Context: an optimization exercise on an open-source flow, tuned for small area, a short achievable clock period and few clock cycles per item. The choices shown serve that exercise and are no tape-out recipe.
Only simulation tests tie the RTL to the original design; equivalence was not proved.

## flow/design.v (module list and top-level ports; edited modules follow where they fit)
// module fpu_s: 201 lines
// module fma_spec: 36 lines
// module fma_pre: 39 lines
// module fma_align: 33 lines
// module lzc32: 24 lines
// module fp_round2: 27 lines
// module fma_add: 72 lines
// module fpu_misc: 54 lines
// module fpu_cvt: 82 lines
// module f2i_post: 15 lines
// module srt_step: 25 lines
// module mul24: 969 lines
module fpu_s (
  input         clk,
  input         rst_n,
  input         req_valid,
  input  [6:0]  req_opcode,
  input  [6:0]  req_f7,
  input  [2:0]  req_rm,
  input  [4:0]  req_rs2,
  input  [31:0] req_v1,
  input  [31:0] req_v2,
  input  [31:0] req_v3,
  output        resp_valid,
  output [31:0] resp_value,
  output [4:0]  resp_fflags
);
  // ...
==> flow/flow/run.sh <==
#!/bin/bash
# Layout flow: the standard synthesis unchanged, then the standard ORFS
# steps (floorplan to finish) with timing repair aimed at a setup margin of
# 7.25 ns. The clock period and all constraints stay the design's.
# Each step's full output goes to a log file in this folder.
set -euo pipefail
bash standard.sh synth > synth.log 2>&1
bash standard.sh SETUP_SLACK_MARGIN=7.25 finish > layout.log 2>&1
==> flow/standard.sh <==
#!/bin/bash
# synth_recipe.tcl (not shown) runs the flow's synth.tcl, then flattens the netlist and writes it again
# the make line also repeats each setting of config.mk as NAME=value (left out here)
make -C /OpenROAD-flow-scripts/flow DESIGN_CONFIG=/design/flow/config.mk WORK_HOME=/design/flow/orfs CLKGATE_MAP_FILE= SYNTH_SCRIPT=/design/flow/synth_recipe.tcl "${@:-finish}"
==> flow/config.mk <==
export PLATFORM = sky130hd
export DESIGN_NAME = fpu_s
export DESIGN_NICKNAME = fpu_s
export VERILOG_FILES = /design/flow/design.v
export SDC_FILE = /design/flow/constraint.sdc
export NUM_CORES = 8
export LEC_CHECK = 0
export ABC_AREA = 1
export CAP_MARGIN = 20
export CORE_MARGIN = 2
export CORE_UTILIZATION = 45
export SLEW_MARGIN = 20
==> flow/constraint.sdc <==
create_clock -name core_clock -period 20.0 [get_ports {clk}]
set_input_delay 4.0000 -clock core_clock [delete_from_list [all_inputs] [get_ports {clk}]]
set_output_delay 4.0000 -clock core_clock [all_outputs]
set_load 0.01 [all_outputs]
==> notes.md, run 1 <==
| Result | This run | Unit |
| --- | --- | --- |
| Result of the run | no timing/DRC/antenna violations | - |
| Non-clock buffering overhead | 7.53 | % |
| Critical path depth | 45 | - |
| Crit path launch type | flop | - |
| CLK BUF | 21 | - |
| Top Ports | 159 | - |
| Worst Slack Setup Final | 7.21 | ns |
| Inserted tap cell count | 1890 | - |
| GR met3 Demand/Resource | 13.2 | % |
| Post-synthesis net count | 11800 | - |
| Total routing usage reported by global routing | 47.1 | % |
| Cell family contributing the most delay on the critical path | buffers and inverters | - |
| Flip-flop cell with the highest count after synthesis | sky130_fd_sc_hd__dfxtp_1 | - |
| Final setup fails | 0 | - |
| Number of instances in the synthesized netlist | 10900 | - |
| Clk slew on worst S/H paths | 0.08 | ns |
| Most common cell after layout, fill and taps aside | sky130_fd_sc_hd__nand2_1 | - |
| Relative area of clock buffers and inverters in the final design | 0.769 | % |
| Number of H-tree levels | 4 | - |
| Source-to-sink clock delay at the later pin of the worst-skew pair | 0.56 | ns |
| Library cell occupying the most area in the post-synthesis netlist | sky130_fd_sc_hd__nand2_1 | - |
| Combinational family with the most area after synthesis | simple AND/OR/NAND/NOR gates | - |
| Post-Synthesis Mean Instance Area | 5.86 | um^2 |
| Multi-Input Combinational | 8683 | - |
| Pin count of the biggest net entering global routing | 82 | - |
| Number of detailed-route iterations in the first pass | 9 | - |
| Layout cell share with drive strength beyond 1 | 8.64 | % |
| WHS | 0.483 | ns |
| Worst hold path endpoint | f_acc | - |
| Bufs on Longest Clock Path | 2 | - |
| Maximum clock frequency | 0.0782 | GHz |
Testbench counts, summed over its fixed seeds: cycles 3,250, ops 2,400.
==> run 2: changes to the inputs <==
==> flow/flow/run.sh (replaced) <==
#!/bin/bash
# Layout flow: the standard synthesis unchanged, then the standard ORFS
# steps (floorplan to finish) with timing repair aimed at a setup margin of
# 7 ns. The clock period and all constraints stay the design's.
# Each step's full output goes to a log file in this folder.
set -euo pipefail
bash standard.sh synth > synth.log 2>&1
bash standard.sh SETUP_SLACK_MARGIN=7 finish > layout.log 2>&1
--- a/flow/config.mk
+++ b/flow/config.mk
@@ -8,5 +8,5 @@
 export ABC_AREA = 1
 export CAP_MARGIN = 20
 export CORE_MARGIN = 2
-export CORE_UTILIZATION = 45
+export CORE_UTILIZATION = 50
 export SLEW_MARGIN = 20
==> run 2 against run 1 <==
Effect of this change: register-to-register slack worse by 0.33 ns; critical path depth down 9; routed wire length down 3.0%; clock skew down 0.016 ns; cell count down 2.2%.
==> notes.md, run 2 <==
| Result | This run | Unit | Delta |
| --- | --- | --- | --- |
| Detailed placer's ending HPWL | 261000 | um |  |
| Final routed DRC violation total | 0 | - |  |
| Cell types with the largest area share after synthesis | sky130_fd_sc_hd__nand2_1 15%, sky130_fd_sc_hd__fa_1 12%, sky130_fd_sc_hd__o21ai_0 9.1% | - |  |
| Count of buffering cells on the critical path with inverters included | 12 | - |  |
| Number of detailed-route iterations in the first pass | 20 | - | +11 |
| WL final | 354000 | um |  |
| Unrepaired setup endpoints after global routing | yes | - |  |
| Routability congestion estimate from global placement | 1.11 | - |  |
| Post-layout nets | 11700 | - |  |
| Number of H-tree levels | 4 | - | unchanged |
| Class of the tightest hold or removal check | flop to flop | - |  |
| PortBufs | 153 | - |  |
| Floorplan die height | 362 | um |  |
| Library cell occupying the most area in the post-synthesis netlist | sky130_fd_sc_hd__nand2_1 | - |  |
| Number of nets with antenna violations after detailed routing | 0 | - |  |
| Maximum clock frequency | 0.0770 | GHz | -1.6% |
| Most common cell after layout, fill and taps aside | sky130_fd_sc_hd__nand2_1 | - |  |
| Layout cell share with drive strength beyond 1 | 7.37 | % | -1.3 points |
| Number of flip-flops and latches in the synthesized netlist | 188 | - |  |
| Grt ovf | 0 | - |  |
| Num CTS Buffers | 17 | - |  |
| Worst slack after detailed placement | 3.64 | ns |  |
| Final setup fails | 0 | - | unchanged |
| Crit path required time | 16.00 | ns |  |
| Antenna violations before repair | 20 | - |  |
| Routed via count divided by cell count | 6.64 | - |  |
| Global-route wire length before repair | 500000 | um |  |
| Overall via count from detail_route | 83100 | - |  |
| Source-to-sink clock delay at the later pin of the worst-skew pair | 0.55 | ns | about the same |
| Number of enable-type register cells in the synthesized netlist | 9 | - |  |
| Flip-flop count of the largest register, all copies and words added | 32 | - |  |
| Top cell by count, worst path | sky130_fd_sc_hd__nand2_1 | - |  |
| Vias in the first global route | 75200 | - |  |
| Leading cell types in the layout, fill and taps excluded | 2529 x sky130_fd_sc_hd__nand2_1, 1340 x sky130_fd_sc_hd__inv_1, 1111 x sky130_fd_sc_hd__o21ai_0, 821 x sky130_fd_sc_hd__nand3_1, 784 x sky130_fd_sc_hd__nor2_1 | - |  |
| Flip-flop cell with the highest count after synthesis | sky130_fd_sc_hd__dfxtp_1 | - |  |
| Area share of the largest cell type after synthesis | 14.9 | % |  |
| Most frequent cell after synthesis | sky130_fd_sc_hd__nand2_1 | - |  |
| Seq/Total Area, Yosys | 6.01 | % |  |
| CTS Sinks | 188 | - |  |
| Final max-slew violation count | 0 | - |  |
| Fillcell total | 13200 | - |  |
| Number of maximum-capacitance constraint violations | 0 | - |  |
| Reg with most FFs | misc_res | - |  |
| Final-layout setup total negative slack | 0 | ns |  |
| Total routing usage reported by global routing | 51.0 | % | +3.9 points |
| Crit path launch type | flop | - |  |
| Number of design-rule violations left by the first detailed-router iteration | 14100 | - |  |
| Post-Synthesis Mean Instance Area | 5.86 | um^2 | unchanged |
| Post-synthesis net count | 11800 | - | unchanged |
| Critical R2R Launch | r_x[27] | - |  |
| Top cells by instance count after synthesis | 2552 x sky130_fd_sc_hd__nand2_1, 1379 x sky130_fd_sc_hd__inv_1, 1166 x sky130_fd_sc_hd__o21ai_0, 829 x sky130_fd_sc_hd__nand3_1, 813 x sky130_fd_sc_hd__nor2_1 | - |  |
| Worst stage delay on the critical path | 1.02 | ns |  |
| Transition time at the pin with the least slew margin | 1.27 | ns |  |
| Crit path capture type | primary output | - |  |
| Post-synthesis instance area | 0.0642 | mm^2 |  |
| Die footprint | 0.131 | mm^2 |  |
| Hold path startpoint | f_acc | - |  |
| Horiz. Die Dim | 362 | um |  |
| Largest registers | misc_res (32), r_x (28), r_y (28) | - |  |
| Post-synthesis to final-layout area growth | 9.62 | % |  |
| Category of the most critical setup path | flop to primary output | - |  |
| Routed len/inst | 28.2 | um |  |
| Result of the run | no timing/DRC/antenna violations | - |  |
| Critical Path Slowest Stage Cell | sky130_fd_sc_hd__o211ai_1 | - |  |
| FFs w/ async S/R, synth | 0 | % |  |
| Relative max-transition margin | 14.7 | % |  |
| Warnings, synthesis | 6 | - |  |
| Starting density of the core | 50.3 | % |  |
| Clock tree from TritonCTS | yes | - |  |
| Worst setup path start | r_x[27] | - |  |
| Fraction of the cycle the final worst path needs | 65.0 | % |  |
| Bufs on Longest Clock Path | 2 | - | unchanged |
| Worst Slack Setup Final | 7.00 | ns | -0.210 ns |
| Post-route minimum period | 13.00 | ns |  |
| Number of unique standard cell types used by synthesis | 80 | - |  |
| Pin count of the biggest net entering global routing | 85 | - | +3.7% |
| Hold Violations, Final | 0 | - |  |
| Data arrival at the endpoint of the critical path | 9.00 | ns |  |
| Crit-path max FO | 36 | - |  |
| Top Ports | 159 | - | unchanged |
| Setup skew after layout | 0.0215 | ns |  |
| Core region area | 0.128 | mm^2 |  |
| Clk slew on worst S/H paths | 0.09 | ns | about the same |
| Cell family contributing the most delay on the critical path | compound AO/OA/AOI/OAI gates | - |  |
| WHS | 0.485 | ns | +0.00221 ns |
| Number of instances in the synthesized netlist | 10900 | - | unchanged |
| Root Driver | sky130_fd_sc_hd__clkbuf_16 | - |  |
| Number of rows in the core area | 131 | - |  |
-- run 2: logic make-up (layout without fill, tap and decap cells) --
logic type	count (synthesis)	in the layout	share of synthesized area [%]
DFF	188	188	6.01
adders and majority gates	735	735	18.9
xor gates and xnor gates	570	570	7.78
other	1	7	0.00585
muxes	10	10	0.158
buffers and inverters	2085	1990	12.7
AOI/OAI and AO/OA	2767	2768	24.5
and+or+nand+nor	4583	4593	30.0
-- run 2: tightest hold or removal path, delay by kind of cell (launching register included) --
kind / cells / cell delay, ns
compound gates: 1 / 0.06
buf+inv: 1 / 0.07
flops: 1 / 0.31
-- run 2: what timing repair did --
action,CTS,global route
endpoints found under the hold margin,0,0
setup buffers,43,84
gates cloned,11,19
resized for setup,197,270
pin swaps,22,45
setup endpoints to repair,162,103
hold buffers,0,0
-- run 2: stage by stage --
step / utilization [%] / std cells / area (um^2)
after global routing: 55.1 / 12500 / 70300
after CTS: 53.7 / 12400 / 68400
after detailed placement: 52.4 / 12300 / 66800
final: 55.1 / 12500 / 70300
after global placement: 52.4 / 12300 / 66800
after floorplan: - / 10900 / 64200
-- run 2: path summary, 6_finish.rpt --
path | cells after the start | to | slack (ns)
max | 36 | resp_value[15] | 7.00
min | 2 | f_acc | 0.49
max reg2reg | 57 | r_x[10] | 7.28
min reg2reg | 2 | f_acc | 0.49
-- run 2: metal layers --
layer  routed length, um  global-route usage (%)  vias to the layer above
met5                 122                       0                        -
met4               37300                    41.4                       18
li1                    -                       -                    36100
met1              126000                    63.2                    38100
met3               52100                    15.9                     1820
met2              138000                    72.6                     7018
-- run 2: cell type report --
type	count	area [um^2]	share of cell area [%]
clock inverter	12	116	0.165
clock buffer	20	468	0.665
timing repair inverter	6	46.3	0.0658
antenna	6	15.0	0.0214
multi-input combinational	8677	53300	75.7
tap	1662	2080	2.96
timing repair buffer	498	4810	6.85
sequential	188	3890	5.53
inverter	1454	5630	8.00
==> run 3: changes to the inputs <==
--- a/flow/config.mk
+++ b/flow/config.mk
@@ -8,5 +8,5 @@
 export ABC_AREA = 1
 export CAP_MARGIN = 20
 export CORE_MARGIN = 2
-export CORE_UTILIZATION = 50
+export CORE_UTILIZATION = 40
 export SLEW_MARGIN = 20
==> run 3 against run 2 <==
Effect of this change: critical endpoint is now r_y[8]; final area rose by 0.80%; setup slack improved by 0.16 ns; count of clock-buffer cells in the layout fell by 2; global-route usage fell by 9.5 points; non-clock buffer count fell by 14; still clean on timing, DRC and antenna; die area rose by 25%; area after synthesis did not move; sequential share of layout area fell by 0.053 points.
==> notes.md, run 3 <==
| Result | This run | Unit | Delta |
| --- | --- | --- | --- |
| Result of the run | no timing/DRC/antenna violations | - |  |
| Crit path launch type | input port | - |  |
| Leading cell types in the layout, fill and taps excluded | 2526 x sky130_fd_sc_hd__nand2_1, 1345 x sky130_fd_sc_hd__inv_1, 1100 x sky130_fd_sc_hd__o21ai_0, 820 x sky130_fd_sc_hd__nand3_1, 777 x sky130_fd_sc_hd__nor2_1 | - |  |
| Number of detailed-route iterations in the first pass | 9 | - | -55% |
| Final instance count without filler cells | 12900 | - | +3.2% |
| Warnings, synthesis | 6 | - | unchanged |
| Flip-flop cell with the highest count after synthesis | sky130_fd_sc_hd__dfxtp_1 | - |  |
| Top Ports | 159 | - | unchanged |
| Root Driver | sky130_fd_sc_hd__clkbuf_16 | - |  |
| Number of instances on the worst hold path | 2 | - | unchanged |
| Die footprint | 0.164 | mm^2 | +25% |
| PortBufs | 153 | - | unchanged |
| Flip-flop count of the largest register, all copies and words added | 32 | - | unchanged |
| Number of unique standard cell types used by synthesis | 80 | - | unchanged |
| Top cell by count, worst path | sky130_fd_sc_hd__nand2_1 | - |  |
| Core region area | 0.159 | mm^2 | +24% |
| Worst hold path endpoint | f_acc | - |  |
| Post-layout nets | 11700 | - | -0.077% |
| Horiz. Die Dim | 404 | um | +12% |
| Grt ovf | 0 | - | unchanged |
| Number of nets with antenna violations after detailed routing | 0 | - | unchanged |
| Post-synthesis instance area | 0.0642 | mm^2 | unchanged |
| Transition time at the pin with the least slew margin | 1.24 | ns | -0.0371 ns |
| Routed len/inst | 27.8 | um | -1.7% |
| Most common cell after layout, fill and taps aside | sky130_fd_sc_hd__nand2_1 | - |  |
| Fillcell total | 17200 | - | +30% |
| Most frequent cell after synthesis | sky130_fd_sc_hd__nand2_1 | - |  |
| Pin count of the biggest net entering global routing | 77 | - | -9.4% |
| Library cell occupying the most area in the post-synthesis netlist | sky130_fd_sc_hd__nand2_1 | - |  |
| Post-Synthesis Mean Instance Area | 5.86 | um^2 | unchanged |
| FFs w/ async S/R, synth | 0 | % | unchanged |
| Worst reg2reg setup slack | 7.62 | ns | +0.34 ns |
| Critical Path Slowest Stage Cell | sky130_fd_sc_hd__clkdlybuf4s50_1 | - |  |
| Number of maximum-capacitance constraint violations | 0 | - | unchanged |
| Number of enable-type register cells in the synthesized netlist | 9 | - | unchanged |
| Post-route minimum period | 12.83 | ns | -0.161 ns |
| Depth of the worst register-to-register path | 55 | - | -3.5% |
| Design area | 0.0709 | mm^2 | +0.80% |
| Final max-slew violation count | 0 | - | unchanged |
| Class of the tightest hold or removal check | flop to flop | - |  |
| Met2 GRT Util | 61.2 | % | -11 points |
| Relative max-transition margin | 16.7 | % | +2.0 points |
| Antenna violations before repair | 17 | - | -15% |
| Number of instances in the synthesized netlist | 10900 | - | unchanged |
| Number of H-tree levels | 4 | - | unchanged |
| Critical R2R Launch | r_x[27] | - |  |
| Flip-flop and latch area | 0.00388 | mm^2 | -0.16% |
| Hold path startpoint | f_acc | - |  |
| Overall via count from detail_route | 81500 | - | -1.9% |
| Source-to-sink clock delay at the later pin of the worst-skew pair | 0.56 | ns | about the same |
| Reg with most FFs | misc_res | - |  |
| Util after Layout | 44.7 | % | -10 points |
| Fraction of the cycle the final worst path needs | 64.2 | % | -0.80 points |
| Vias in the first global route | 74600 | - | -0.91% |
| Area share of the largest cell type after synthesis | 14.9 | % | unchanged |
| Clock tree from TritonCTS | yes | - |  |
| CTS Sinks | 188 | - | unchanged |
| GRT met1 Usage | 53.1 | % | -10 points |
| WL final | 359000 | um | +1.4% |
| Crit path required time | 20.48 | ns | +4.48 ns |
| Cell types with the largest area share after synthesis | sky130_fd_sc_hd__nand2_1 15%, sky130_fd_sc_hd__fa_1 12%, sky130_fd_sc_hd__o21ai_0 9.1% | - |  |
| Floorplan die height | 404 | um | +12% |
| Post-synthesis to final-layout area growth | 10.5 | % |  |
| Number of design-rule violations left by the first detailed-router iteration | 11700 | - | -18% |
| Final-layout setup total negative slack | 0 | ns | unchanged |
| Starting density of the core | 40.4 | % | -9.9 points |
| Final setup fails | 0 | - | unchanged |
| Setup skew after layout | 0.0226 | ns | +0.00109 ns |
| Hold Violations, Final | 0 | - | unchanged |
| Routability congestion estimate from global placement | 1.10 | - | -1.5% |
| Layout cell share with drive strength beyond 1 | 7.55 | % | +0.18 points |
| Category of the most critical setup path | input port to flop | - |  |
| Total routing usage reported by global routing | 41.5 | % | -9.5 points |
| Crit-path max FO | 28 | - | -22% |
| Final routed DRC violation total | 0 | - | unchanged |
| Detailed placer's ending HPWL | 267000 | um | +2.3% |
| Crit path capture type | flop | - |  |
| Clk slew on worst S/H paths | 0.08 | ns | about the same |
| Number of rows in the core area | 146 | - | +11% |
| Largest registers | misc_res (32), r_x (28), r_y (28) | - |  |
| Seq/Total Area, Yosys | 6.01 | % | unchanged |
| Bufs on Longest Clock Path | 2 | - | unchanged |
| Unrepaired setup endpoints after global routing | yes | - |  |
| Area occupied by multi-input gates | 0.0535 | mm^2 | +0.49% |
| Number of flip-flops and latches in the synthesized netlist | 188 | - | unchanged |
| Worst stage delay on the critical path | 0.84 | ns | -0.18 ns |
| Top cells by instance count after synthesis | 2552 x sky130_fd_sc_hd__nand2_1, 1379 x sky130_fd_sc_hd__inv_1, 1166 x sky130_fd_sc_hd__o21ai_0, 829 x sky130_fd_sc_hd__nand3_1, 813 x sky130_fd_sc_hd__nor2_1 | - |  |
| Post-detailed-placement cell area | 0.0673 | mm^2 | +0.70% |
| Maximum clock frequency | 0.0779 | GHz | +1.3% |
| Num CTS Buffers | 17 | - | unchanged |
| GR met3 Demand/Resource | 10.7 | % | -5.2 points |
| Global-route wire length before repair | 506000 | um | +1.2% |
| Post-synthesis net count | 11800 | - | unchanged |
| Routed via count divided by cell count | 6.31 | - | -4.9% |
| Most used routing layer | met2 | - |  |
| Placed cell count | 12700 | - | +3.3% |
| Data arrival at the endpoint of the critical path | 13.31 | ns | +4.31 ns |
| Worst flop-to-flop path endpoint | r_x[9] | - |  |
-- run 3: layer usage --
metal | part of all wire (%) | routed length [um]
met5 | 0.029 | 103
met4 | 8.4 | 30100
met3 | 13 | 46500
met2 | 41 | 147000
met1 | 38 | 135000
-- run 3: cell type report --
class	instances	share of cell area, %
Clock buffer	18	0.620
Timing Repair inverter	5	0.0512
Tap cell	2072	3.66
Clock inverter	14	0.282
Timing Repair Buffer	484	6.47
Multi-Input combinational cell	8683	75.5
Antenna cell	4	0.0141
Sequential cell	188	5.48
Inverter	1454	7.92
-- run 3: worst max path at each step --
stage	from	end	slack (ns)	depth (start not counted)
2_1_floorplan	req_v1[23]	r_y[18]	7.84	45
3_3_place_gp	r_x[26]	resp_value[22]	4.31	38
3_5_place_dp	r_x[26]	resp_value[22]	4.20	38
4_1_cts	req_opcode[3]	r_y[8]	7.00	51
5_1_grt	req_opcode[3]	r_y[0]	6.71	63
6_report	req_v1[7]	r_y[8]	7.17	40
-- run 3: per-stage QoR --
step	hold WS (ns)	setup WS, ns
after floorplan	0.444	7.84
after global placement	0.479	4.31
after detailed placement	0.479	4.20
after CTS	0.492	7.00
after global routing	0.553	6.71
final	0.499	7.17
-- run 3: kinds of logic (layout without fill, tap and decap cells) --
family,after synthesis,count (layout),synth area share (%)
mux,10,10,0.158
simple gates,4583,4597,30.0
xor+xnor,570,570,7.78
flops,188,188,6.01
buf+inv,2085,1975,12.7
compound gates,2767,2770,24.5
other cells,1,5,0.00585
fa+ha+maj,735,735,18.9
-- run 3: worst max-delay path, delay by kind of cell --
family | cells | cell delay, ns
fa+ha+maj | 6 | 2.88
buf+inv | 8 | 2.38
xor+xnor | 1 | 0.20
simple gates | 17 | 2.21
compound gates | 8 | 1.59
-- run 3: what timing repair did --
action	4_1_cts	5_1_grt
resized for setup	190	293
buffers inserted	46	76
endpoints found under the setup margin	177	104
pin swaps	25	57
hold buffers	0	0
cloned	13	20
==> run 4: changes to the inputs <==
--- a/flow/config.mk
+++ b/flow/config.mk
@@ -8,5 +8,5 @@
 export ABC_AREA = 1
 export CAP_MARGIN = 20
 export CORE_MARGIN = 2
-export CORE_UTILIZATION = 40
+export CORE_UTILIZATION = 45
 export SLEW_MARGIN = 20
==> run 4 against run 3 <==
Effect of this change: still clean on timing, DRC and antenna; area after synthesis stayed put; hold slack got worse by 0.017 ns; die area is 11% lower; flip-flop and latch count did not move; via count stayed put; global-route usage up 5.4 points; cell count fell by 1.4%; non-clock buffer count decreased by 3; core utilization is 5.2 points higher; highest routed layer unchanged.
==> notes.md, run 4 <==
| Result | This run | Unit | Delta |
| --- | --- | --- | --- |
| Source-to-sink clock delay at the later pin of the worst-skew pair | 0.55 | ns | about the same |
| Design area | 0.0706 | mm^2 | -0.41% |
| Seq/Total Area, Yosys | 6.01 | % | unchanged |
| Number of enable-type register cells in the synthesized netlist | 9 | - | unchanged |
| Floorplan die height | 382 | um | -5.7% |
| Num CTS Buffers | 17 | - | unchanged |
| Worst flop-to-flop path endpoint | r_x[10] | - |  |
| Post-Synthesis Mean Instance Area | 5.86 | um^2 | unchanged |
| Result of the run | no timing/DRC/antenna violations | - |  |
| Global-route wire length before repair | 508000 | um | +0.47% |
| Overall via count from detail_route | 81500 | - | unchanged |
| Total routing usage reported by global routing | 46.9 | % | +5.4 points |
| Sum of routed wire segments on met1 | 132000 | um | -2.3% |
| Largest registers | misc_res (32), r_x (28), r_y (28) | - |  |
| Hold Violations, Final | 0 | - | unchanged |
| Crit-path max FO | 34 | - | +21% |
| Post-synthesis instance area | 0.0642 | mm^2 | unchanged |
| Core region area | 0.142 | mm^2 | -11% |
| Post-layout nets | 11700 | - | -0.068% |
| Area share of the largest cell type after synthesis | 14.9 | % | unchanged |
| Number of unique standard cell types used by synthesis | 80 | - | unchanged |
| Routed len/inst | 28.3 | um | +1.9% |
| Top Ports | 159 | - | unchanged |
| Number of instances in the synthesized netlist | 10900 | - | unchanged |
| Grt ovf | 0 | - | unchanged |
| Library cell occupying the most area in the post-synthesis netlist | sky130_fd_sc_hd__nand2_1 | - |  |
| Flip-flop count of the largest register, all copies and words added | 32 | - | unchanged |
| Worst Slack Setup Final | 7.12 | ns | -0.0492 ns |
| Unrepaired setup endpoints after global routing | yes | - |  |
| Most frequent cell after synthesis | sky130_fd_sc_hd__nand2_1 | - |  |
| Relative max-transition margin | 19.6 | % | +3.0 points |
| Hold_buf cts | 0 | - | unchanged |
| Crit path required time | 16.00 | ns | -4.48 ns |
| Number of instances on the worst hold path | 2 | - | unchanged |
| Wire length on met3 | 48000 | um | +3.1% |
| Worst hold path endpoint | f_acc | - |  |
| PortBufs | 153 | - | unchanged |
| Critical R2R Launch | r_x[27] | - |  |
| Starting density of the core | 45.3 | % | +4.9 points |
| Post-detailed-placement cell area | 0.0671 | mm^2 | -0.29% |
| Routability congestion estimate from global placement | 1.10 | - | -0.10% |
| Number of flip-flops and latches in the synthesized netlist | 188 | - | unchanged |
| Antenna violations before repair | 20 | - | +3 |
| CTS Sinks | 188 | - | unchanged |
| Number of detailed-route iterations in the first pass | 9 | - | unchanged |
| Critical Path Slowest Stage Cell | sky130_fd_sc_hd__clkdlybuf4s50_1 | - |  |
| Number of nets with antenna violations after detailed routing | 0 | - | unchanged |
| Transition time at the pin with the least slew margin | 1.20 | ns | -0.0357 ns |
| Crit path capture type | primary output | - |  |
| Final setup fails | 0 | - | unchanged |
| Number of rows in the core area | 138 | - | -5.5% |
| Post-route minimum period | 12.88 | ns | +0.0492 ns |
| Clock tree from TritonCTS | yes | - |  |
| Layout cell share with drive strength beyond 1 | 7.56 | % | about the same |
| Final routed DRC violation total | 0 | - | unchanged |
| WL final | 360000 | um | +0.45% |
| Amount of wire on met2 after detailed routing | 147000 | um | about the same |
| Flip-flop cell with the highest count after synthesis | sky130_fd_sc_hd__dfxtp_1 | - |  |
| Number of design-rule violations left by the first detailed-router iteration | 11800 | - | +1.0% |
| Maximum clock frequency | 0.0776 | GHz | -0.38% |
| Post-synthesis to final-layout area growth | 10.0 | % |  |
| Setup skew after layout | 0.0306 | ns | +0.00805 ns |
| Cell family contributing the most delay on the critical path | buffers and inverters | - |  |
| Number of maximum-capacitance constraint violations | 0 | - | unchanged |
| Category of the most critical setup path | flop to primary output | - |  |
| Depth of the worst register-to-register path | 59 | - | +7.3% |
| Cell types with the largest area share after synthesis | sky130_fd_sc_hd__nand2_1 15%, sky130_fd_sc_hd__fa_1 12%, sky130_fd_sc_hd__o21ai_0 9.1% | - |  |
| Final max-slew violation count | 0 | - | unchanged |
| Worst slack after detailed placement | 3.98 | ns | -0.212 ns |
| Horiz. Die Dim | 382 | um | -5.7% |
| Count of buffering cells on the critical path with inverters included | 17 | - | +9 |
| Hold path startpoint | f_acc | - |  |
| Most common cell after layout, fill and taps aside | sky130_fd_sc_hd__nand2_1 | - |  |
| Routed via count divided by cell count | 6.40 | - | +1.4% |
| Post-synthesis net count | 11800 | - | unchanged |
| Detailed placer's ending HPWL | 269000 | um | +1.0% |
| Root Driver | sky130_fd_sc_hd__clkbuf_16 | - |  |
| Util after Layout | 49.9 | % | +5.2 points |
| Worst stage delay on the critical path | 0.60 | ns | -0.24 ns |
| Data arrival at the endpoint of the critical path | 8.88 | ns | -4.43 ns |
| Final-layout setup total negative slack | 0 | ns | unchanged |
| Class of the tightest hold or removal check | flop to flop | - |  |
| Number of H-tree levels | 4 | - | unchanged |
| Pin count of the biggest net entering global routing | 82 | - | +6.5% |
| Vias in the first global route | 74200 | - | -0.55% |
| Reg with most FFs | misc_res | - |  |
| Clk slew on worst S/H paths | 0.09 | ns | about the same |
| Warnings, synthesis | 6 | - | unchanged |
| Leading cell types in the layout, fill and taps excluded | 2521 x sky130_fd_sc_hd__nand2_1, 1339 x sky130_fd_sc_hd__inv_1, 1109 x sky130_fd_sc_hd__o21ai_0, 821 x sky130_fd_sc_hd__nand3_1, 779 x sky130_fd_sc_hd__nor2_1 | - |  |
| Worst reg2reg setup slack | 7.42 | ns | -0.20 ns |
| Highest metal layer with signal wires | met5 | - |  |
| Fraction of the cycle the final worst path needs | 64.4 | % | +0.25 points |
| Bufs on Longest Clock Path | 2 | - | unchanged |
| Crit path launch type | flop | - |  |
| FFs w/ async S/R, synth | 0 | % | unchanged |
| Top cells by instance count after synthesis | 2552 x sky130_fd_sc_hd__nand2_1, 1379 x sky130_fd_sc_hd__inv_1, 1166 x sky130_fd_sc_hd__o21ai_0, 829 x sky130_fd_sc_hd__nand3_1, 813 x sky130_fd_sc_hd__nor2_1 | - |  |
| Die footprint | 0.146 | mm^2 | -11% |
[run 4: what timing repair did]
action                                  CTS  global route
gates cloned                             14            15
buffers inserted                         52            60
endpoints found under the setup margin  184            97
hold endpoints to repair                  0             0
gates resized for setup                 236           258
pin swaps                                30            33
[run 4: worst max-delay path by stage]
stage	to	from	cells after the start
5_1_grt	r_y[0]	req_v2[10]	48
2_1_floorplan	r_y[18]	req_v1[23]	45
3_5_place_dp	r_y[18]	req_v1[23]	44
4_1_cts	r_y[13]	req_f7[5]	49
6_report	resp_value[14]	r_x[27]	43
3_3_place_gp	r_y[18]	req_v1[23]	44
[run 4: final cells by class]
class / instances / area [um^2]
antenna: 10 / 25.0
clock inverter: 11 / 91.3
fill: 15100 / 71000
clock buffer: 21 / 460
sequential: 188 / 3900
multi-input combinational: 8681 / 53500
timing repair inverter: 2 / 15.0
tap: 1890 / 2360
timing repair buffer: 481 / 4640
inverter: 1454 / 5610
[run 4: kinds of logic after synthesis]
family	share of synthesized area, %
AOI/OAI and AO/OA	24.5
xor gates and xnor gates	7.78
adders and majority gates	18.9
DFF	6.01
buffers and inverters	12.7
and+or+nand+nor	30.0
other	0.00585
muxes	0.158
[run 4: worst min-delay path: stages, from the launching register on]
cell and delay, ns:
sky130_fd_sc_hd__dfxtp_1 0.30, sky130_fd_sc_hd__inv_1 0.07, sky130_fd_sc_hd__a21oi_1 0.06
[run 4: routing by layer]
metal	track usage [%]	vias up
met5	0.198	-
met4	34.4	16
met3	12.6	1410
met2	68.9	6087
met1	58.9	37900
li1	-	36100
[run 4: through the flow]
step | cells | hold WS, ns
floorplan | 10900 | 0.444
global placement | 12600 | 0.463
global route | 12700 | 0.536
CTS | 12700 | 0.481
finish | 12700 | 0.482
detailed placement | 12600 | 0.471
==> run 5: changes to the inputs <==
==> flow/flow/run.sh (replaced) <==
#!/bin/bash
# Layout flow: the standard synthesis unchanged, then the standard ORFS
# steps (floorplan to finish) with timing repair aimed at a setup margin of
# 7.75 ns. The clock period and all constraints stay the design's.
# Each step's full output goes to a log file in this folder.
set -euo pipefail
bash standard.sh synth > synth.log 2>&1
bash standard.sh SETUP_SLACK_MARGIN=7.75 finish > layout.log 2>&1
==> run 5 against run 4 <==
Effect of this change: fmax increased by 5.8%; synthesized cell count is the same; clock skew is 0.0060 ns higher; flip-flop and latch count unchanged; via count rose by 2.7%; routed wire length rose by 3.4%; count of clock-buffer cells in the layout stayed put; critical path type unchanged.
==> notes.md, run 5 <==
| Result | This run | Unit | Delta |
| --- | --- | --- | --- |
| Flip-flop count of the largest register, all copies and words added | 32 | - | unchanged |
| Fraction of the cycle the final worst path needs | 60.9 | % | -3.5 points |
| Number of detailed-route iterations in the first pass | 10 | - | +1 |
| Horiz. Die Dim | 382 | um | unchanged |
| Largest registers | misc_res (32), r_x (28), r_y (28) | - |  |
| Final max-slew violation count | 0 | - | unchanged |
| Reg with most FFs | misc_res | - |  |
| Post-Synthesis Mean Instance Area | 5.86 | um^2 | unchanged |
| Grt ovf | 0 | - | unchanged |
| Transition time at the pin with the least slew margin | 1.35 | ns | +0.146 ns |
| Routability congestion estimate from global placement | 1.10 | - | unchanged |
| Flip-flop cell with the highest count after synthesis | sky130_fd_sc_hd__dfxtp_1 | - |  |
| WL final | 373000 | um | +3.4% |
| Total routing usage reported by global routing | 48.0 | % | +1.0 points |
| Post-synthesis to final-layout area growth | 15.7 | % |  |
| Post-synthesis net count | 11800 | - | unchanged |
| Top Ports | 159 | - | unchanged |
| Unrepaired setup endpoints after global routing | yes | - |  |
| Number of design-rule violations left by the first detailed-router iteration | 12400 | - | +5.0% |
| Leading cell types in the layout, fill and taps excluded | 2476 x sky130_fd_sc_hd__nand2_1, 1321 x sky130_fd_sc_hd__inv_1, 1064 x sky130_fd_sc_hd__o21ai_0, 804 x sky130_fd_sc_hd__nand3_1, 754 x sky130_fd_sc_hd__nor2_1 | - |  |
| Post-synthesis instance area | 0.0642 | mm^2 | unchanged |
| Floorplan die height | 382 | um | unchanged |
| Hold_buf cts | 0 | - | unchanged |
| Number of rows in the core area | 138 | - | unchanged |
| Bufs on Longest Clock Path | 2 | - | unchanged |
| Routed len/inst | 28.8 | um | +1.7% |
| Placed cell count | 12600 | - | unchanged |
| Final instance count without filler cells | 12900 | - | +1.7% |
| Global-route wire length before repair | 518000 | um | +2.0% |
| Layout cell share with drive strength beyond 1 | 11.5 | % | +3.9 points |
| Crit path capture type | primary output | - |  |
| Crit path required time | 16.00 | ns | about the same |
| Worst stage delay on the critical path | 0.87 | ns | +0.27 ns |
| Post-layout nets | 11900 | - | +1.8% |
| Area share of the largest cell type after synthesis | 14.9 | % | unchanged |
| Maximum clock frequency | 0.0821 | GHz | +5.8% |
| Number of flip-flops and latches in the synthesized netlist | 188 | - | unchanged |
| Pin count of the biggest net entering global routing | 82 | - | unchanged |
| FFs w/ async S/R, synth | 0 | % | unchanged |
| CTS Sinks | 188 | - | unchanged |
| Die footprint | 0.146 | mm^2 | unchanged |
| Top cell by count, worst path | sky130_fd_sc_hd__nand2_2 | - |  |
| Setup skew after layout | 0.0366 | ns | +0.00603 ns |
| Class of the tightest hold or removal check | flop to flop | - |  |
| Warnings, synthesis | 6 | - | unchanged |
| Most common cell after layout, fill and taps aside | sky130_fd_sc_hd__nand2_1 | - |  |
| Crit path launch type | flop | - |  |
| Root Driver | sky130_fd_sc_hd__clkbuf_16 | - |  |
| Core region area | 0.142 | mm^2 | unchanged |
| Cell types with the largest area share after synthesis | sky130_fd_sc_hd__nand2_1 15%, sky130_fd_sc_hd__fa_1 12%, sky130_fd_sc_hd__o21ai_0 9.1% | - |  |
| Source-to-sink clock delay at the later pin of the worst-skew pair | 0.56 | ns | about the same |
| Data arrival at the endpoint of the critical path | 8.18 | ns | -0.70 ns |
| Routed via count divided by cell count | 6.47 | - | +1.1% |
| Hold Violations, Final | 0 | - | unchanged |
| Clk slew on worst S/H paths | 0.08 | ns | about the same |
| Category of the most critical setup path | flop to primary output | - |  |
| Number of nets with antenna violations after detailed routing | 0 | - | unchanged |
| Number of enable-type register cells in the synthesized netlist | 9 | - | unchanged |
| Number of H-tree levels | 4 | - | unchanged |
| Final-layout setup total negative slack | 0 | ns | unchanged |
| Number of maximum-capacitance constraint violations | 0 | - | unchanged |
| Num CTS Buffers | 17 | - | unchanged |
| Top cells by instance count after synthesis | 2552 x sky130_fd_sc_hd__nand2_1, 1379 x sky130_fd_sc_hd__inv_1, 1166 x sky130_fd_sc_hd__o21ai_0, 829 x sky130_fd_sc_hd__nand3_1, 813 x sky130_fd_sc_hd__nor2_1 | - |  |
| Number of unique standard cell types used by synthesis | 80 | - | unchanged |
| Final routed DRC violation total | 0 | - | unchanged |
| Clock tree from TritonCTS | yes | - |  |
| PortBufs | 153 | - | unchanged |
| Result of the run | no timing/DRC/antenna violations | - |  |
| Overall via count from detail_route | 83800 | - | +2.7% |
| Critical Path Slowest Stage Cell | sky130_fd_sc_hd__o211ai_1 | - |  |
| Number of instances in the synthesized netlist | 10900 | - | unchanged |
| Relative max-transition margin | 9.22 | % | -10 points |
| Most frequent cell after synthesis | sky130_fd_sc_hd__nand2_1 | - |  |
| Detailed placer's ending HPWL | 269000 | um | unchanged |
| Library cell occupying the most area in the post-synthesis netlist | sky130_fd_sc_hd__nand2_1 | - |  |
| Vias in the first global route | 75400 | - | +1.7% |
| Starting density of the core | 45.3 | % | unchanged |
| Seq/Total Area, Yosys | 6.01 | % | unchanged |
| Final setup fails | 0 | - | unchanged |
| Post-route minimum period | 12.18 | ns | -0.701 ns |
| Antenna violations before repair | 28 | - | +40% |
| Crit-path max FO | 17 | - | -50% |
run 5: changes by cell type in the layout (fill, tap and decap cells not counted), sizes merged, moves of 3 or more:
| cell | previous run | this run |
|---|---|---|
| nand2 | 2580 | 2584 |
| dlygate4sd2 | 5 | 31 |
| clkbuf | 33 | 50 |
| clkinvlp | 30 | 40 |
| diode | 10 | 16 |
| bufbuf | 2 | 14 |
| clkinv | 38 | 41 |
| buf | 317 | 501 |
| clkdlybuf4s50 | 135 | 86 |
| inv | 1399 | 1387 |
| dlymetal6s2s | 8 | 17 |
run 5: path summary, 6_finish.rpt:
kind / start / end / slack [ns] / cells after the start
worst max-delay path: r_x[26] / resp_value[23] / 7.82 / 43
worst min-delay path: f_acc / f_acc / 0.49 / 2
worst max register to register: r_x[26] / r_x[10] / 8.33 / 56
worst min register to register: f_acc / f_acc / 0.49 / 2
run 5: cells by family after synthesis:
group                      Yosys count  share of synthesized area [%]
AOI/OAI and AO/OA                 2767                           24.5
xor gates and xnor gates           570                           7.78
adders and majority gates          735                           18.9
buffers and inverters             2085                           12.7
DFF                                188                           6.01
muxes                               10                          0.158
other                                1                        0.00585
and+or+nand+nor                   4583                           30.0
run 5: area by class of cell:
type	count	area, um^2
Clock inverter	11	91.3
Timing Repair Buffer	680	6870
Tap cell	1890	2360
Antenna cell	16	40.0
Clock buffer	21	460
Timing Repair inverter	3	20.0
Sequential cell	188	3930
Multi-Input combinational cell	8686	54700
Fill cell	14800	67400
Inverter	1454	5710
run 5: per-stage QoR:
step | worst slack (ns) | utilization, % | instance area [um^2] | hold slack [ns]
after global placement | 4.02 | 47.4 | 67100 | 0.463
after detailed placement | 3.98 | 47.4 | 67100 | 0.471
after floorplan | 7.84 | - | 64200 | 0.444
after global routing | 7.53 | 52.4 | 74200 | 0.537
final | 7.82 | 52.4 | 74200 | 0.487
after CTS | 7.71 | 50.1 | 70900 | 0.481
run 5: metal layers:
| layer | vias up | track usage, % | wire length [um] |
|---|---|---|---|
| met3 | 1671 | 13.7 | 50500 |
| met4 | 30 | 36.4 | 35700 |
| met2 | 6656 | 70.3 | 151000 |
| met1 | 38800 | 59.3 | 135000 |
| met5 | - | 0.198 | 391 |
| li1 | 36600 | - | - |
run 5: worst max-delay path: cells and delay by family (launching register included):
kind	cells	cell delay, ns
adder cells (fa/ha/maj)	3	1.26
AND/OR/NAND/NOR	15	1.67
flip-flops	1	0.32
buffers and inverters	17	2.26
AO/OA/AOI/OAI	8	2.07
run 5: what timing repair did:
| item | CTS | global route |
|---|---|---|
| setup buffers | 123 | 169 |
| resized for setup | 549 | 489 |
| endpoints found under the setup margin | 187 | 109 |
| pin swaps | 83 | 123 |
| endpoints found under the hold margin | 0 | 0 |
| cloned | 32 | 22 |
==> run 6: changes to the inputs <==
==> flow/flow/run.sh (replaced) <==
#!/bin/bash
# Layout flow: the standard synthesis unchanged, then the standard ORFS
# steps (floorplan to finish) with timing repair aimed at a setup margin of
# 7.5 ns. The clock period and all constraints stay the design's.
# Each step's full output goes to a log file in this folder.
set -euo pipefail
bash standard.sh synth > synth.log 2>&1
bash standard.sh SETUP_SLACK_MARGIN=7.5 finish > layout.log 2>&1
--- a/flow/config.mk
+++ b/flow/config.mk
@@ -8,5 +8,5 @@
 export ABC_AREA = 1
 export CAP_MARGIN = 20
 export CORE_MARGIN = 2
-export CORE_UTILIZATION = 45
+export CORE_UTILIZATION = 50
 export SLEW_MARGIN = 20
==> run 6 against run 5 <==
Effect of this change: clock skew down 0.015 ns; first-iteration DRC count up 19%; hold slack got worse by 0.0075 ns; critical endpoint is now resp_value[0].
==> notes.md, run 6 <==
| Result | This run | Unit | Delta |
| --- | --- | --- | --- |
| Detailed placer's ending HPWL | 261000 | um | -3.3% |
| Data arrival at the endpoint of the critical path | 8.57 | ns | +0.39 ns |
| Result of the run | no timing/DRC/antenna violations | - |  |
| Library cell occupying the most area in the post-synthesis netlist | sky130_fd_sc_hd__nand2_1 | - |  |
| Count of buffering cells on the critical path with inverters included | 15 | - | -2 |
| WL final | 363000 | um | -2.6% |
| Number of enable-type register cells in the synthesized netlist | 9 | - | unchanged |
| Final-layout setup total negative slack | 0 | ns | unchanged |
| Setup skew after layout | 0.0220 | ns | -0.0147 ns |
| Number of design-rule violations left by the first detailed-router iteration | 14700 | - | +19% |
| CTS Sinks | 188 | - | unchanged |
| Final max-slew violation count | 0 | - | unchanged |
| Clk slew on worst S/H paths | 0.09 | ns | about the same |
| Crit-path max FO | 29 | - | +12 |
| PortBufs | 153 | - | unchanged |
| Post-Synthesis Mean Instance Area | 5.86 | um^2 | unchanged |
| Post-layout nets | 11800 | - | -0.72% |
| Global-route wire length before repair | 503000 | um | -3.0% |
| Placed cell count | 12300 | - | -1.8% |
| Vias in the first global route | 75800 | - | +0.55% |
| Leading cell types in the layout, fill and taps excluded | 2503 x sky130_fd_sc_hd__nand2_1, 1332 x sky130_fd_sc_hd__inv_1, 1073 x sky130_fd_sc_hd__o21ai_0, 809 x sky130_fd_sc_hd__nand3_1, 767 x sky130_fd_sc_hd__nor2_1 | - |  |
| Flip-flop and latch area | 0.00390 | mm^2 | -0.83% |
| Number of instances on the worst hold path | 2 | - | unchanged |
| Maximum clock frequency | 0.0795 | GHz | -3.1% |
| Hold Violations, Final | 0 | - | unchanged |
| Crit path capture type | primary output | - |  |
| Category of the most critical setup path | flop to primary output | - |  |
| Final routed DRC violation total | 0 | - | unchanged |
| Crit path launch type | flop | - |  |
| Transition time at the pin with the least slew margin | 1.38 | ns | +0.0281 ns |
| Post-synthesis net count | 11800 | - | unchanged |
| Post-Synth XOR/XNOR Area | 7.78 | % | unchanged |
| Fillcell total | 13000 | - | -13% |
| Reg with most FFs | misc_res | - |  |
| Number of nets with antenna violations after detailed routing | 0 | - | unchanged |
| Crit path required time | 16.00 | ns | about the same |
| Fraction of the cycle the final worst path needs | 62.9 | % | +2.0 points |
| Cell family contributing the most delay on the critical path | compound AO/OA/AOI/OAI gates | - |  |
| Depth of the worst register-to-register path | 58 | - | +3.6% |
| Top cells by instance count after synthesis | 2552 x sky130_fd_sc_hd__nand2_1, 1379 x sky130_fd_sc_hd__inv_1, 1166 x sky130_fd_sc_hd__o21ai_0, 829 x sky130_fd_sc_hd__nand3_1, 813 x sky130_fd_sc_hd__nor2_1 | - |  |
| Largest registers | misc_res (32), r_x (28), r_y (28) | - |  |
| Starting density of the core | 50.3 | % | +5.0 points |
| Number of unique standard cell types used by synthesis | 80 | - | unchanged |
| Horiz. Die Dim | 362 | um | -5.1% |
| Post-synthesis to final-layout area growth | 13.0 | % |  |
| Critical path depth | 42 | - | -2.3% |
| Number of maximum-capacitance constraint violations | 0 | - | unchanged |
| Grt ovf | 0 | - | unchanged |
| Final instance count without filler cells | 12600 | - | -2.5% |
| Top Ports | 159 | - | unchanged |
| Antenna violations before repair | 23 | - | -18% |
| Overall via count from detail_route | 84100 | - | +0.42% |
| Number of flip-flops and latches in the synthesized netlist | 188 | - | unchanged |
| Most common cell after layout, fill and taps aside | sky130_fd_sc_hd__nand2_1 | - |  |
| Source-to-sink clock delay at the later pin of the worst-skew pair | 0.54 | ns | -0.02 ns |
| FFs w/ async S/R, synth | 0 | % | unchanged |
| Area share of the largest cell type after synthesis | 14.9 | % | unchanged |
| Number of detailed-route iterations in the first pass | 12 | - | +2 |
| Post-route minimum period | 12.57 | ns | +0.393 ns |
| Root Driver | sky130_fd_sc_hd__clkbuf_16 | - |  |
| Floorplan die height | 362 | um | -5.1% |
| Total routing usage reported by global routing | 51.3 | % | +3.3 points |
| Die footprint | 0.131 | mm^2 | -9.9% |
| Flip-flop cell with the highest count after synthesis | sky130_fd_sc_hd__dfxtp_1 | - |  |
| Worst stage delay on the critical path | 0.93 | ns | +0.06 ns |
| Routed len/inst | 28.7 | um | about the same |
| Final setup fails | 0 | - | unchanged |
| Post-synthesis mux area share | 0.158 | % | unchanged |
| Unrepaired setup endpoints after global routing | no | - |  |
| Number of H-tree levels | 4 | - | unchanged |
| Simple-gate share of the synthesized area | 30.0 | % | unchanged |
| Area occupied by multi-input gates | 0.0541 | mm^2 | -1.2% |
| Hold_buf cts | 0 | - | unchanged |
| Seq/Total Area, Yosys | 6.01 | % | unchanged |
| Post-synthesis instance area | 0.0642 | mm^2 | unchanged |
| Pin count of the biggest net entering global routing | 85 | - | +3.7% |
| Warnings, synthesis | 6 | - | unchanged |
| Cell types with the largest area share after synthesis | sky130_fd_sc_hd__nand2_1 15%, sky130_fd_sc_hd__fa_1 12%, sky130_fd_sc_hd__o21ai_0 9.1% | - |  |
| Synth Area in Compound Gates | 24.5 | % | unchanged |
| Bufs on Longest Clock Path | 2 | - | unchanged |
| Area share of fa/ha/maj cells after synthesis | 18.9 | % | unchanged |
| Clock tree from TritonCTS | yes | - |  |
| Num CTS Buffers | 17 | - | unchanged |
| Combinational family with the most area after synthesis | simple AND/OR/NAND/NOR gates | - |  |
| Relative max-transition margin | 8.30 | % | -0.92 points |
| Routability congestion estimate from global placement | 1.11 | - | +1.6% |
| Flip-flop count of the largest register, all copies and words added | 32 | - | unchanged |
| Core region area | 0.128 | mm^2 | -9.9% |
| Most frequent cell after synthesis | sky130_fd_sc_hd__nand2_1 | - |  |
| Number of instances in the synthesized netlist | 10900 | - | unchanged |
| Class of the tightest hold or removal check | flop to flop | - |  |
| Layout cell share with drive strength beyond 1 | 9.63 | % | -1.8 points |
| Critical Path Slowest Stage Cell | sky130_fd_sc_hd__o211ai_1 | - |  |
| Routed via count divided by cell count | 6.66 | - | +3.0% |
| Number of rows in the core area | 131 | - | -5.1% |
==> run 6: cell count changes in the layout (fill, tap and decap cells not counted), moves of 13 or more <==
cell and change:
sky130_fd_sc_hd__buf_4 -71, sky130_fd_sc_hd__nand2_1 +27, sky130_fd_sc_hd__dlymetal6s2s_1 +26, sky130_fd_sc_hd__nand2_2 -26, sky130_fd_sc_hd__dlygate4sd2_1 -24, sky130_fd_sc_hd__a21oi_1 +21
sky130_fd_sc_hd__a21oi_2 -16, sky130_fd_sc_hd__bufbuf_16 -13, sky130_fd_sc_hd__nor2_1 +13
==> run 6: logic make-up (layout without fill, tap and decap cells) <==
kind of cell,after synthesis,after routing
AO/OA/AOI/OAI,2767,2768
buffers and inverters,2085,2089
multiplexers,10,10
adder cells (fa/ha/maj),735,735
XOR/XNOR,570,570
flip-flops,188,188
other,1,11
AND/OR/NAND/NOR,4583,4597
==> run 6: final cells by class <==
| type | count | share of cell area, % |
|---|---|---|
| antenna | 10 | 0.0345 |
| clock buffer | 20 | 0.646 |
| clock inverter | 12 | 0.161 |
| inverter | 1454 | 7.79 |
| multi-input combinational | 8681 | 74.6 |
| sequential | 188 | 5.38 |
| tap | 1662 | 2.87 |
| timing repair buffer | 597 | 8.45 |
| timing repair inverter | 6 | 0.0725 |
==> run 6: per-stage QoR <==
step	utilization [%]	worst slack [ns]	cell area (um^2)	hold slack, ns
floorplan	-	7.84	64200	0.444
global placement	52.4	3.66	66800	0.464
detailed placement	52.4	3.64	66800	0.468
CTS	54.4	7.46	69400	0.480
global route	56.8	7.40	72400	0.536
finish	56.8	7.43	72500	0.479
==> run 6: what timing repair did <==
action | 4_1_cts | 5_1_grt
endpoints found under the hold margin | 0 | 0
pin swaps | 52 | 93
gates resized for setup | 365 | 457
buffers inserted | 83 | 125
gates cloned | 17 | 35
endpoints found under the setup margin | 178 | 110
==> run 6: final timing paths <==
check	startpoint	slack, ns	endpoint
setup / recovery	r_y[25]	7.43	resp_value[0]
hold / removal	f_acc	0.48	f_acc
setup reg to reg	r_y[25]	7.81	r_x[14]
hold reg to reg	f_acc	0.48	f_acc
==> run 6: worst register-to-register path: cells and delay by family (launching register included) <==
family / cells / cell delay, ns
AOI/OAI and AO/OA: 11 / 2.03
DFF: 1 / 0.54
adders and majority gates: 9 / 4.13
buffers and inverters: 21 / 3.03
and+or+nand+nor: 15 / 2.05
xor gates and xnor gates: 2 / 0.34
==> run 6: layer usage <==
metal / track usage (%) / vias to the layer above / share of wire [%]
li1: - / 36400 / -
met3: 16.1 / 2013 / 15
met2: 73.2 / 7189 / 39
met5: 0 / - / 0.030
met1: 63.2 / 38500 / 35
met4: 41.8 / 18 / 11
==> run 7: changes to the inputs <==
--- a/flow/config.mk
+++ b/flow/config.mk
@@ -8,5 +8,5 @@
 export ABC_AREA = 1
 export CAP_MARGIN = 20
 export CORE_MARGIN = 2
-export CORE_UTILIZATION = 50
+export CORE_UTILIZATION = 45
 export SLEW_MARGIN = 20
==> run 7 against run 6 <==
Effect of this change: final area up 0.15%; clock skew increased by 0.0095 ns; core utilization decreased by 5.6 points; die area rose by 11%; setup slack improved by 0.055 ns; flip-flop and latch count unchanged; non-clock buffer count fell by 1.
==> notes.md, run 7 <==
| Result | This run | Unit | Delta |
| --- | --- | --- | --- |
| Final instance count without filler cells | 12900 | - | +1.8% |
| FFs w/ async S/R, synth | 0 | % | unchanged |
| Unrepaired setup endpoints after global routing | yes | - |  |
| Antenna violations before repair | 27 | - | +17% |
| Top cells by instance count after synthesis | 2552 x sky130_fd_sc_hd__nand2_1, 1379 x sky130_fd_sc_hd__inv_1, 1166 x sky130_fd_sc_hd__o21ai_0, 829 x sky130_fd_sc_hd__nand3_1, 813 x sky130_fd_sc_hd__nor2_1 | - |  |
| Total routing usage reported by global routing | 47.4 | % | -3.9 points |
| Final max-slew violation count | 0 | - | unchanged |
| Warnings, synthesis | 6 | - | unchanged |
| Simple-gate share of the synthesized area | 30.0 | % | unchanged |
| Clk slew on worst S/H paths | 0.08 | ns | about the same |
| CTS Sinks | 188 | - | unchanged |
| Flip-flop count of the largest register, all copies and words added | 32 | - | unchanged |
| Routed len/inst | 28.5 | um | -0.78% |
| Number of instances in the synthesized netlist | 10900 | - | unchanged |
| Top Ports | 159 | - | unchanged |
| Cell types with the largest area share after synthesis | sky130_fd_sc_hd__nand2_1 15%, sky130_fd_sc_hd__fa_1 12%, sky130_fd_sc_hd__o21ai_0 9.1% | - |  |
| Reg with most FFs | misc_res | - |  |
| Placed cell count | 12600 | - | +1.8% |
| Horiz. Die Dim | 382 | um | +5.3% |
| Final routed DRC violation total | 0 | - | unchanged |
| Crit path capture type | primary output | - |  |
| Grt ovf | 0 | - | unchanged |
| Transition time at the pin with the least slew margin | 1.26 | ns | -0.115 ns |
| Final setup fails | 0 | - | unchanged |
| Routability congestion estimate from global placement | 1.10 | - | -1.6% |
| Most frequent cell after synthesis | sky130_fd_sc_hd__nand2_1 | - |  |
| Number of enable-type register cells in the synthesized netlist | 9 | - | unchanged |
| Flip-flop cell with the highest count after synthesis | sky130_fd_sc_hd__dfxtp_1 | - |  |
| Result of the run | no timing/DRC/antenna violations | - |  |
| Fillcell total | 14900 | - | +15% |
| Starting density of the core | 45.3 | % | -5.0 points |
| Number of rows in the core area | 138 | - | +5.3% |
| Number of H-tree levels | 4 | - | unchanged |
| Cell family contributing the most delay on the critical path | compound AO/OA/AOI/OAI gates | - |  |
| Hold_buf cts | 0 | - | unchanged |
| Post-synthesis net count | 11800 | - | unchanged |
| Die footprint | 0.146 | mm^2 | +11% |
| Leading cell types in the layout, fill and taps excluded | 2498 x sky130_fd_sc_hd__nand2_1, 1331 x sky130_fd_sc_hd__inv_1, 1092 x sky130_fd_sc_hd__o21ai_0, 814 x sky130_fd_sc_hd__nand3_1, 764 x sky130_fd_sc_hd__nor2_1 | - |  |
| Critical Path Slowest Stage Cell | sky130_fd_sc_hd__o211ai_1 | - |  |
| Seq/Total Area, Yosys | 6.01 | % | unchanged |
| Area share of the largest cell type after synthesis | 14.9 | % | unchanged |
| Detailed placer's ending HPWL | 269000 | um | +3.4% |
| Number of maximum-capacitance constraint violations | 0 | - | unchanged |
| Post-synthesis to final-layout area growth | 13.1 | % |  |
| Post-Synthesis Mean Instance Area | 5.86 | um^2 | unchanged |
| Post-layout nets | 11800 | - | -0.0085% |
| Library cell occupying the most area in the post-synthesis netlist | sky130_fd_sc_hd__nand2_1 | - |  |
| Num CTS Buffers | 17 | - | unchanged |
| Worst stage delay on the critical path | 0.89 | ns | -0.04 ns |
| Routed via count divided by cell count | 6.42 | - | -3.6% |
| Number of unique standard cell types used by synthesis | 80 | - | unchanged |
| Number of detailed-route iterations in the first pass | 9 | - | -3 |
| Floorplan die height | 382 | um | +5.3% |
| Source-to-sink clock delay at the later pin of the worst-skew pair | 0.55 | ns | about the same |
| Post-synthesis instance area | 0.0642 | mm^2 | unchanged |
| Maximum clock frequency | 0.0799 | GHz | +0.44% |
| PortBufs | 153 | - | unchanged |
| Flip-flop and latch area | 0.00391 | mm^2 | +0.22% |
| Crit path launch type | flop | - |  |
| Hold Violations, Final | 0 | - | unchanged |
| Clock tree from TritonCTS | yes | - |  |
| Global-route wire length before repair | 513000 | um | +2.0% |
| Data arrival at the endpoint of the critical path | 8.52 | ns | -0.05 ns |
| Relative max-transition margin | 15.1 | % | +6.8 points |
| WL final | 367000 | um | +1.0% |
| Combinational family with the most area after synthesis | simple AND/OR/NAND/NOR gates | - |  |
| Vias in the first global route | 74800 | - | -1.4% |
| Most common cell after layout, fill and taps aside | sky130_fd_sc_hd__nand2_1 | - |  |
| Core region area | 0.142 | mm^2 | +11% |
| Bufs on Longest Clock Path | 2 | - | unchanged |
| Number of flip-flops and latches in the synthesized netlist | 188 | - | unchanged |
| Number of nets with antenna violations after detailed routing | 0 | - | unchanged |
| Post-route minimum period | 12.52 | ns | -0.0548 ns |
| Overall via count from detail_route | 82600 | - | -1.8% |
| Count of buffering cells on the critical path with inverters included | 12 | - | -3 |
| Synth Area in Compound Gates | 24.5 | % | unchanged |
| Number of design-rule violations left by the first detailed-router iteration | 12200 | - | -17% |
| Post-Synth XOR/XNOR Area | 7.78 | % | unchanged |
| Crit path required time | 16.00 | ns | about the same |
| Largest registers | misc_res (32), r_x (28), r_y (28) | - |  |
| Final-layout setup total negative slack | 0 | ns | unchanged |
| Area occupied by multi-input gates | 0.0542 | mm^2 | +0.22% |
| Category of the most critical setup path | flop to primary output | - |  |
| Fraction of the cycle the final worst path needs | 62.6 | % | -0.27 points |
| Crit-path max FO | 16 | - | -45% |
| Area share of fa/ha/maj cells after synthesis | 18.9 | % | unchanged |
| Setup skew after layout | 0.0315 | ns | +0.00952 ns |
| Pin count of the biggest net entering global routing | 82 | - | -3.5% |
| Class of the tightest hold or removal check | flop to flop | - |  |
| Layout cell share with drive strength beyond 1 | 9.78 | % | +0.16 points |
| Root Driver | sky130_fd_sc_hd__clkbuf_16 | - |  |
| Post-synthesis mux area share | 0.158 | % | unchanged |
run 7: cell counts after synthesis:
No cell type changed its count.
run 7: path summary, 6_finish.rpt:
check / from / to / slack, ns / depth (start not counted)
max: r_x[26] / resp_value[21] / 7.48 / 38
max reg2reg: r_x[27] / r_x[9] / 7.81 / 58
min reg2reg: f_acc / f_acc / 0.49 / 2
min: f_acc / f_acc / 0.49 / 2
run 7: cell type report:
type,instances,area share (%)
antenna,13,0.0448
sequential,188,5.39
multi-input combinational,8685,74.6
timing repair inverter,2,0.0207
inverter,1454,7.81
timing repair buffer,596,8.08
clock inverter,11,0.126
clock buffer,21,0.634
tap,1890,3.26
run 7: metrics by stage:
step	setup WS [ns]	cell area [um^2]	hold slack, ns	util [%]
final	7.48	72600	0.489	51.3
after global routing	7.30	72500	0.537	51.2
after CTS	7.33	70000	0.481	49.4
after detailed placement	3.98	67100	0.471	47.4
after global placement	4.02	67100	0.463	47.4
after floorplan	7.84	64200	0.444	-
run 7: worst min-delay path, stage by stage, from the launching register on:
cell,delay [ns]
sky130_fd_sc_hd__dfxtp_1,0.30
sky130_fd_sc_hd__inv_1,0.08
sky130_fd_sc_hd__a21oi_1,0.06
run 7: layer usage:
| metal | part of all wire [%] | wire (um) | track usage (%) |
|---|---|---|---|
| met5 | 0.074 | 271 | 0.198 |
| met4 | 9.4 | 34400 | 35.5 |
| met3 | 14 | 49800 | 13.8 |
| met2 | 41 | 149000 | 69.5 |
| met1 | 36 | 133000 | 58.7 |
run 7: logic make-up (layout without fill, tap and decap cells):
| group | count (synthesis) | in the layout |
|---|---|---|
| other cells | 1 | 14 |
| xor+xnor | 570 | 570 |
| compound gates | 2767 | 2769 |
| simple gates | 4583 | 4600 |
| flops | 188 | 188 |
| fa+ha+maj | 735 | 735 |
| mux | 10 | 10 |
| buf+inv | 2085 | 2084 |
run 7: timing repair:
| item | CTS | global route |
|---|---|---|
| setup buffers | 84 | 134 |
| resized for setup | 394 | 404 |
| pin swaps | 46 | 76 |
| cloned | 24 | 18 |
| endpoints found under the setup margin | 187 | 98 |

## port drivers added, routing unchanged
The results above use ideal ports. As a check the final layouts listed here were re-extracted and re-timed, cells and wires unchanged.
Step 1 assumes that a clkbuf_16 drives the clock port and a buf_2 every other input.
Step 2 times the ports against the registers' clock, not the clock port: input delays grow and output delays shrink by t, the midpoint of the rising clock arrivals with the driver on.
Three values: no drivers, after step 1, after step 2; two values: the first two.
run	t, ns	setup slack, ns	hold slack, ns	worst register clock-pin slew, ns	pins driven straight from the clock port
run 1	0.607	7.215 / 7.146 / 6.930	0.483 / 0.483 / 0.483	0.11 / 0.11	1
run 2	0.613	7.005 / 6.927 / 6.562	0.485 / 0.485 / 0.485	0.10 / 0.10	1
run 3	0.616	7.166 / 7.141 / 6.592	0.499 / 0.499 / 0.499	0.10 / 0.10	1
run 4	0.599	7.117 / 7.047 / 6.634	0.482 / 0.482 / 0.482	0.10 / 0.10	1
run 5	0.607	7.818 / 7.750 / 7.290	0.487 / 0.487 / 0.487	0.11 / 0.11	1
run 6	0.605	7.425 / 7.352 / 7.045	0.479 / 0.479 / 0.479	0.10 / 0.10	1
run 7	0.603	7.480 / 7.412 / 7.035	0.489 / 0.489 / 0.489	0.10 / 0.10	1
After both steps setup and hold are still met in every run listed. For run 3, which loses most, drivers alone change the setup slack by -0.025 ns; drivers and shift together by -0.574 ns.
